What follows belongs to an exercise in optimizing a design on an open flow for small area; a production flow would make more cautious choices.
No functional check of the RTL was part of any run shown here.

==> flow/design.v, too long to show whole: its modules and the start of the top module <==
// module CORDIC_Stage_8: 109 lines
// module CORDIC_Stage_9: 107 lines
// module CORDIC_Stage_10: 105 lines
// module CORDIC_Stage_11: 103 lines
// module CORDIC_Stage_12: 101 lines
// module CORDIC_Stage_13: 99 lines
// module CORDIC_Stage_14: 97 lines
// module CORDIC_Stage_15: 95 lines
// module CORDIC_Mul: 459 lines
// module CORDIC_Top: 392 lines
module CORDIC_Top (
    input clk,
    input [31:0] target,
    output [31:0] cos_x
);
  // ...
==> flow/run.sh <==
#!/bin/bash
# synth_recipe.tcl (not shown) runs the flow's synth.tcl, then flattens the netlist and writes it again
# the make line also repeats each setting of config.mk as NAME=value (left out here)
make -C /OpenROAD-flow-scripts/flow DESIGN_CONFIG=/design/flow/config.mk WORK_HOME=/design/flow/orfs CLKGATE_MAP_FILE= SYNTH_SCRIPT=/design/flow/synth_recipe.tcl finish
==> flow/config.mk <==
export PLATFORM = sky130hd
export DESIGN_NAME = CORDIC_Top
export DESIGN_NICKNAME = CORDIC_Top
export VERILOG_FILES = /design/flow/design.v
export SDC_FILE = /design/flow/constraint.sdc
export NUM_CORES = 4
export LEC_CHECK = 0
export CAP_MARGIN = 10
export CORE_MARGIN = 2
export CORE_UTILIZATION = 40
export CTS_BUF_LIST = sky130_fd_sc_hd__clkbuf_4
export SLEW_MARGIN = 10
==> flow/constraint.sdc <==
create_clock -name core_clock -period 10.0 [get_ports {clk}]
set_input_delay 2.0000 -clock core_clock [delete_from_list [all_inputs] [get_ports {clk}]]
set_output_delay 2.0000 -clock core_clock [all_outputs]
set_load 0.01 [all_outputs]
==> results.cfg, run 1 <==
[status]
status = complete, no violations

[finish]
fin_util_pct = 45.2
inverters = 384
sh_seq_area_pct = 15.6
buf_share_pct = 5.43
multiInputCombCellCount = 1988

[global_route]
grt_start_max_net_pins = 55
track_usage_pct = 20.1
met3_usage_pct = 3.07
met2_usage_pct = 33.9

[worst_hold_path]
hp-start = q3_s[9]
hold_path_end = q4_s[9]

[clock_network]
path_clk_slew_ns = 0.07
hold_buffers = 0

[sta]
setup_tns_ns = 0
maxSlewViolCount = 0
finalHoldViolations = 0

[route]
top_layer_used = met4
vias = 19000
initialDrtViolationCount = 1006

[logic_synthesis]
synth_top_area_cell = fa_1
synth_seq_cells = 216
yosysMostFrequentCell = inv_1
synth_edf_count = 0

[setup_path]
critPathMaxStageDelay_ns = 0.69
r2r_slack_ns = 0.82

[placement]
placed_cells_incl_taps = 3601
==> run 2: changes to the inputs <==
--- a/flow/config.mk
+++ b/flow/config.mk
@@ -7,6 +7,5 @@
 export LEC_CHECK = 0
-export CAP_MARGIN = 10
+export CAP_MARGIN = 20
 export CORE_MARGIN = 2
 export CORE_UTILIZATION = 40
-export CTS_BUF_LIST = sky130_fd_sc_hd__clkbuf_4
-export SLEW_MARGIN = 10
+export SLEW_MARGIN = 20
==> run 2 against run 1 <==
  * Critical path type is now input port to flip-flop
  * Final cell count is 1.6% lower
  * Cell area increased by 0.61%
  * Clock-buffer cell count decreased by 51
  * Highest routed layer unchanged
  * Hold slack gained 0.011 ns
==> results.cfg, run 2 <==
[sta]
setup_tns_ns = 0
finClkSkew_ns = 0.0198
fin_crit_sh_pct = 95.2
grt_setup_unrepaired = false
relSlewSlack_pct = 29.1
maxSlewViolCount = 0
fin_crit_ns = 9.52
layout_setup_ws_ns = 0.483
finalHoldViolations = 0
hold-worst-slack_ns = 0.307
worstMarginPinSlew_ns = 1.05
timing.fmax_ghz = 0.105
setup_viol = 0

[logic_synthesis]
syn-cell-area_sq_um = 25100
syn_nets = 3242
yosys-top-cells-area = fa_1 (28%), dfxtp_1 (17%), xnor2_1 (9.4%), ha_1 (7.7%), inv_1 (5.7%)
synth_async_sr_flop_share_pct = 0
syn_area_per_cell_sq_um = 9.26
synth_seq_cells = 216
yosysMostFrequentCell = inv_1
yosys_warnings = 1
synth_top_area_cell = fa_1
synth_edf_count = 0
synth_top_area_share_pct = 27.7
yosysSeqAreaShare_pct = 17.2
ys_types = 87
synth-main-ff-cell = dfxtp_1
synth_top_cells_by_count = inv_1 (382), fa_1 (347), xnor2_1 (269)
syn_inst = 2708

[setup_path]
reg2reg_to = q4_x[29]
start_kind = input port
critPathMaxStageDelay_ns = 0.55
crit_type = input port to flip-flop
worstReg2RegStart = q3_s[5]
worstPathArrival_ns = 9.92
cp_max_fo = 27
cp-end-kind = flip-flop
r2r_slack_ns = 0.81
cp.required_ns = 10.41
cpMostUsedCell = fa_1
slowest_stage = or4_4
r2r_cells = 37

[global_route]
grt_first_pass_wirelength_microns = 104000
grt_pass1_vias = 19500
track_usage_pct = 19.9
grt_start_max_net_pins = 55
grt-ovfl-total = 0
grt_antenna_before_repair = 0

[die]
core-area_sq_um = 61800
ioPinCount = 65
die_area_sq_um = 64700
die_w_microns = 254
rows = 91
start_util_pct = 40.6
die-height_microns = 254

[finish]
n_antenna_cell = 0
layout_common_cells = inv_1 (382), fa_1 (347), xnor2_1 (269)
nFillCells = 5993
seq_area_sq_um = 4330
area_delta_synth_final_pct = 12.2
fin_nets = 3324
drive_gt1_share_pct = 7.37
multi_input_area_sq_um = 18900
final_common_cell = inv_1

[route]
initialDrtViolationCount = 1028
drc = 0
wirelength_microns = 62700
vias = 18700
ant_nets = 0
avgViaCountPerCell = 5.13
firstDrtPassIters = 5
routed_wire_length_per_instance_microns = 17.2

[clock_network]
htree_levels = 1
cts_buffers = 24
cts_num_sinks = 216
cts_buffer_depth = 3
insertion_delay_ns = 0.55
clock-root-buffer = clkbuf_16
cts_tree = built
path_clk_slew_ns = 0.07

[status]
status = complete, no violations

[worst_hold_path]
hp-start = q3_s[9]
hold_path_end = q4_s[9]
min_path_type = flip-flop to flip-flop
hold_depth = 0

[placement]
port_buffers = 64
place_hpwl_microns = 52300
place_congestion = 0.918
post-place-ws_ns = -0.194

[run]
maxCapViolations = 0
## run 2: cell counts after synthesis
No cell type changed its count.
## run 2: cell families after synthesis
logic type               after synthesis  share of synthesized area, %
AND/OR/NAND/NOR                      637                          13.6
adder cells (fa/ha/maj)              504                          35.5
buffers and inverters                504                          7.65
XOR/XNOR                             432                          15.1
AO/OA/AOI/OAI                        409                          10.6
flip-flops                           216                          17.2
multiplexers                           5                         0.259
other                                  1                        0.0150
## run 2: how the worst max path moves through the flow
stage / start / depth (start not counted) / slack (ns) / end
floorplan: target[29] / 32 / 0.29 / q1_r[18]
global placement: target[16] / 35 / -0.04 / q1_r[1]
detailed placement: target[16] / 35 / -0.19 / q1_r[1]
CTS: q7_x[15] / 26 / 0.32 / cos_x[31]
global route: target[16] / 35 / 0.002 / q1_r[6]
finish: target[19] / 35 / 0.48 / q1_r[1]
## run 2: critical path, delay by kind of cell
family | cells | cell delay [ns]
AOI/OAI and AO/OA | 9 | 1.58
buffers and inverters | 7 | 1.22
and+or+nand+nor | 9 | 2.38
adders and majority gates | 7 | 2.25
xor gates and xnor gates | 3 | 0.47
## run 2: layer usage
metal,global-route usage [%],wire length [microns],vias up
li1,-,-,9047
met1,27.0,28600,9184
met2,33.6,29900,396
met3,2.89,2850,73
met4,4.57,1390,0
met5,0,0,-
## run 2: timing repair
action / CTS / global route
gates resized for setup: 0 / 12
setup endpoints to repair: 0 / 37
hold buffers: 0 / 0
setup buffers: 0 / 0
## run 2: area by class of cell
type,instances,area share [%]
multi-input combinational,1988,67.1
sequential,216,15.4
timing repair buffer,176,5.40
inverter,384,5.12
tap,837,3.72
clock buffer,26,2.24
clock inverter,18,1.05
## run 2: metrics by stage
stage	cells	cell area (sq um)	utilization (%)
6_report	3645	28100	45.5
5_1_grt	3645	28100	45.5
4_1_cts	3645	28100	45.4
3_5_place_dp	3601	27200	44.0
3_3_place_gp	3601	27200	44.0
2_1_floorplan	2708	25100	-

static timing again, ports no longer ideal:
The results above use ideal ports. As a check the final layouts listed here were re-extracted and re-timed, cells and wires unchanged.
Step 1 sets driving cells, clkbuf_16 on the clock port and buf_2 on the other inputs (assumed; they add their load-dependent delay and slew).
Step 2, shift: input delay + t, output delay - t, t = (earliest + latest rising clock arrival at the registers) / 2. This alone moves slack from input paths to output paths.
Slacks: ideal / step 1 / step 2; pairs: ideal / step 1.
run	t (ns)	slack for setup (ns)	hold slack, ns	cell pins on the clock port's net
run 1	0.814	0.466 / 0.414 / -0.239	0.296 / 0.296 / 0.296	1
run 2	0.591	0.483 / 0.449 / -0.080	0.307 / 0.307 / 0.307	1
With both steps, setup timing fails in run 1 and run 2, where it was met with ideal ports. For run 1, which loses most, drivers alone change the setup slack by -0.052 ns; drivers and shift together by -0.705 ns.
